This is an optimization exercise on Yosys and OpenROAD, whose aim is small area, not a production implementation. The RTL was checked by simulation tests, not by an equivalence proof against the original design. The flow treats the clock pin as an ideal source, which a real chip does not have.

==> run K <==
## project_top_milestone_3
module project_top_milestone_3(clk, rst, push, hsync, vsync, rgb);
Settings: LEC_CHECK=0, CAP_MARGIN=20, CORE_MARGIN=2, CORE_UTILIZATION=40, CTS_BUF_LIST=sky130_fd_sc_hd__clkbuf_4, SLEW_MARGIN=20; clock period 20.0 ns.
standard.sh (not shown) runs the stock make flow with config.mk's settings and CLKGATE_MAP_FILE= SYNTH_SCRIPT=/design/flow/synth_recipe.tcl, a recipe that flattens the netlist after the stock synthesis.
==> flow/flow/run.sh <==
#!/bin/bash
# Layout flow: the standard flow (standard.sh), with these changes:
#  - after the standard synthesis, the combinational logic is re-mapped by ABC
#    with area-oriented scripts; flip-flops, adders and tie cells stay as
#    synthesized. Full adders whose inputs mostly come through inverters are
#    turned to the opposite polarity (a full adder is self-dual) between
#    re-mappings. The smallest netlist found is kept, and it is proven
#    equivalent to the standard netlist;
#  - the port buffers are buf_1 cells;
#  - clock tree synthesis uses clkbuf_4 buffers and inserts no dummy loads; clock
#    buffers whose sinks see a slow clock edge are then upsized to clkbuf_8.
# Each tool's output goes to a log file of its own in this folder.
set -euo pipefail
HERE=$(cd "$(dirname "$0")" && pwd)
WD=$(pwd)
LIB=$FLOW_HOME/platforms/$FLOW_PLATFORM/lib/sky130_fd_sc_hd__tt_025C_1v80.lib
RES=$WD/orfs/results/$FLOW_PLATFORM/project_top_milestone_3/base
mkdir -p "$WD/remap"
R=$WD/remap

area() { grep "Chip area" "$1/reopt_stat.txt" | awk '{print $NF}'; }
smaller() { awk -v a="$1" -v b="$2" 'BEGIN { exit !(a < b) }'; }

bash standard.sh synth > "$WD/1_synth_standard.log" 2>&1
cp "$RES/1_2_yosys.v" "$WD/synth_standard.v"

# first re-mapping, then full-adder polarity
bash "$HERE/reopt.sh" "$WD/synth_standard.v" "$R/r0.v" "$LIB" "$R/r0" "$HERE/reopt_fast.abc" > "$WD/2_remap_r0.log" 2>&1
python3 "$HERE/fa_polarity.py" "$R/r0.v" "$R/p0.v" > "$WD/3_fa_polarity_p0.log" 2>&1

# deep re-mappings with four seeds, in parallel
for s in 1 2 3 4; do
  sed "s/&deepsyn -T 60/\&deepsyn -T 60 -S $s/" "$HERE/reopt_deep.abc" > "$R/deep_$s.abc"
  bash "$HERE/reopt.sh" "$R/p0.v" "$R/d$s.v" "$LIB" "$R/d$s" "$R/deep_$s.abc" > "$WD/4_remap_deep_$s.log" 2>&1 &
done
wait
best=$R/r0.v; besta=$(area "$R/r0")
for s in 1 2 3 4; do
  if smaller "$(area "$R/d$s")" "$besta"; then best=$R/d$s.v; besta=$(area "$R/d$s"); fi
done

# alternate polarity and fast re-mapping from the best netlist
cur=$best
for i in 1 2 3 4; do
  python3 "$HERE/fa_polarity.py" "$cur" "$R/p$i.v" > "$WD/5_fa_polarity_p$i.log" 2>&1
  bash "$HERE/reopt.sh" "$R/p$i.v" "$R/i$i.v" "$LIB" "$R/i$i" "$HERE/reopt_fast.abc" > "$WD/6_remap_i$i.log" 2>&1
  if smaller "$(area "$R/i$i")" "$besta"; then best=$R/i$i.v; besta=$(area "$R/i$i"); fi
  cur=$R/i$i.v
done
echo "kept $best ($besta um2)" > "$WD/7_remap_choice.log"
cp "$best" "$WD/synth_final.v"
(cd "$R/r0" && bash "$HERE/equiv.sh" "$WD/synth_standard.v" "$WD/synth_final.v" "$LIB") > "$WD/8_equiv.log" 2>&1

cp "$WD/synth_final.v" "$RES/1_2_yosys.v"
rm -f "$RES/1_synth.odb" "$RES/1_synth.sdc"

export BUFFER_PORTS_ARGS="-buffer_cell sky130_fd_sc_hd__buf_1"
export POST_CTS_TCL="$HERE/post_cts.tcl"
export CTS_ARGS="-sink_clustering_enable -repair_clock_nets -buf_list sky130_fd_sc_hd__clkbuf_4 -dont_use_dummy_load"
bash standard.sh finish > "$WD/9_layout.log" 2>&1
Other scripts of this flow, unchanged in this note and not shown: flow/flow/equiv.sh, flow/flow/fa_polarity.py, flow/flow/gen_cells.py, flow/flow/post_cts.tcl, flow/flow/reopt.sh, flow/flow/reopt_deep.abc, flow/flow/reopt_fast.abc
==> run D (differences from run K) <==
==> flow/flow/run.sh (replaced) <==
#!/bin/bash
# Layout flow: the standard flow (standard.sh), with these changes:
#  - after the standard synthesis, the combinational logic is re-mapped by ABC
#    with area-oriented scripts; flip-flops, adders and tie cells stay as
#    synthesized. Full adders whose inputs mostly come through inverters are
#    turned to the opposite polarity (a full adder is self-dual) before the
#    last re-mapping. The smaller of two re-mappings is kept, and it is proven
#    equivalent to the standard netlist;
#  - the port buffers are buf_1 cells;
#  - clock tree synthesis uses clkbuf_4 buffers and inserts no dummy loads; clock
#    buffers whose sinks see a slow clock edge are then upsized to clkbuf_8.
# Each tool's output goes to a log file of its own in this folder.
set -euo pipefail
HERE=$(cd "$(dirname "$0")" && pwd)
WD=$(pwd)
LIB=$FLOW_HOME/platforms/$FLOW_PLATFORM/lib/sky130_fd_sc_hd__tt_025C_1v80.lib
RES=$WD/orfs/results/$FLOW_PLATFORM/project_top_milestone_3/base

bash standard.sh synth > "$WD/1_synth_standard.log" 2>&1
cp "$RES/1_2_yosys.v" "$WD/synth_standard.v"

bash "$HERE/reopt.sh" "$WD/synth_standard.v" "$WD/synth_reopt1.v" "$LIB" "$WD/reopt1" "$HERE/reopt_fast.abc" > "$WD/2_reopt1.log" 2>&1
python3 "$HERE/fa_polarity.py" "$WD/synth_reopt1.v" "$WD/synth_fapol.v" > "$WD/3_fa_polarity.log" 2>&1
bash "$HERE/reopt.sh" "$WD/synth_fapol.v" "$WD/synth_reopt_fast.v" "$LIB" "$WD/reopt_fast" "$HERE/reopt_fast.abc" > "$WD/4_reopt_fast.log" 2>&1
bash "$HERE/reopt.sh" "$WD/synth_fapol.v" "$WD/synth_reopt_deep.v" "$LIB" "$WD/reopt_deep" "$HERE/reopt_deep.abc" > "$WD/5_reopt_deep.log" 2>&1

area() { grep "Chip area" "$1" | awk '{print $NF}'; }
best="$WD/synth_reopt_fast.v"
if awk -v a="$(area "$WD/reopt_deep/reopt_stat.txt")" -v b="$(area "$WD/reopt_fast/reopt_stat.txt")" 'BEGIN { exit !(a < b) }'; then
  best="$WD/synth_reopt_deep.v"
fi
cp "$best" "$WD/synth_final.v"
(cd "$WD/reopt1" && bash "$HERE/equiv.sh" "$WD/synth_standard.v" "$WD/synth_final.v" "$LIB") > "$WD/6_equiv.log" 2>&1

cp "$WD/synth_final.v" "$RES/1_2_yosys.v"
rm -f "$RES/1_synth.odb" "$RES/1_synth.sdc"

export BUFFER_PORTS_ARGS="-buffer_cell sky130_fd_sc_hd__buf_1"
export POST_CTS_TCL="$HERE/post_cts.tcl"
export CTS_ARGS="-sink_clustering_enable -repair_clock_nets -buf_list sky130_fd_sc_hd__clkbuf_4 -dont_use_dummy_load"
bash standard.sh finish > "$WD/7_layout.log" 2>&1
==> flow_summary.ini <==
[layout]
nonClkBufAreaFrac_pct = 0.776

[sta]
whs_ns = 0.502

[power]
power_uw = 206

[run_status]
status = no timing/DRC/antenna violations

[floorplan]
die_x_um = 107
dieHeight_um = 107
The numbers above come from run K.

==> flow_summary.ini <==
[layout]
multi_input_area_share_pct = 63.1
nonClkBufAreaFrac_pct = 0.766

[sta]
slew_viol_final = 0
whs_ns = 0.541

[synthesis]
yosysWarnings = 2

[floorplan]
die_x_um = 107
dieHeight_um = 107

[drt]
wl_um = 8350

[run_status]
status = no timing/DRC/antenna violations
The numbers above come from run D.

## static timing again, ports no longer ideal
How much do the figures lean on ideal ports? The routed layouts below were timed once more, with nothing changed but the port constraints. Step 1 (the two cells are an assumption about what drives the block):
set clk [get_ports {clk}]
set_driving_cell -lib_cell sky130_fd_sc_hd__clkbuf_16 $clk
set_driving_cell -lib_cell sky130_fd_sc_hd__buf_2 [delete_from_list [all_inputs] $clk]
Step 2 also shifts input and output timing later by t, the mid clock arrival at the registers, as if the neighbouring blocks saw the same clock. Slacks: ideal / step 1 / step 2; pairs: ideal / step 1.
run | t, ns | slack for setup (ns) | latest minus earliest clock arrival (ns) | worst slew at a driven data input, ns
run K | 0.361 | 9.162 / 9.129 / 9.490 | 0.027 / 0.027 | 0.03
run D | 0.370 | 9.155 / 9.120 / 9.490 | 0.029 / 0.028 | 0.03
After both steps setup and hold are still met in every run listed.
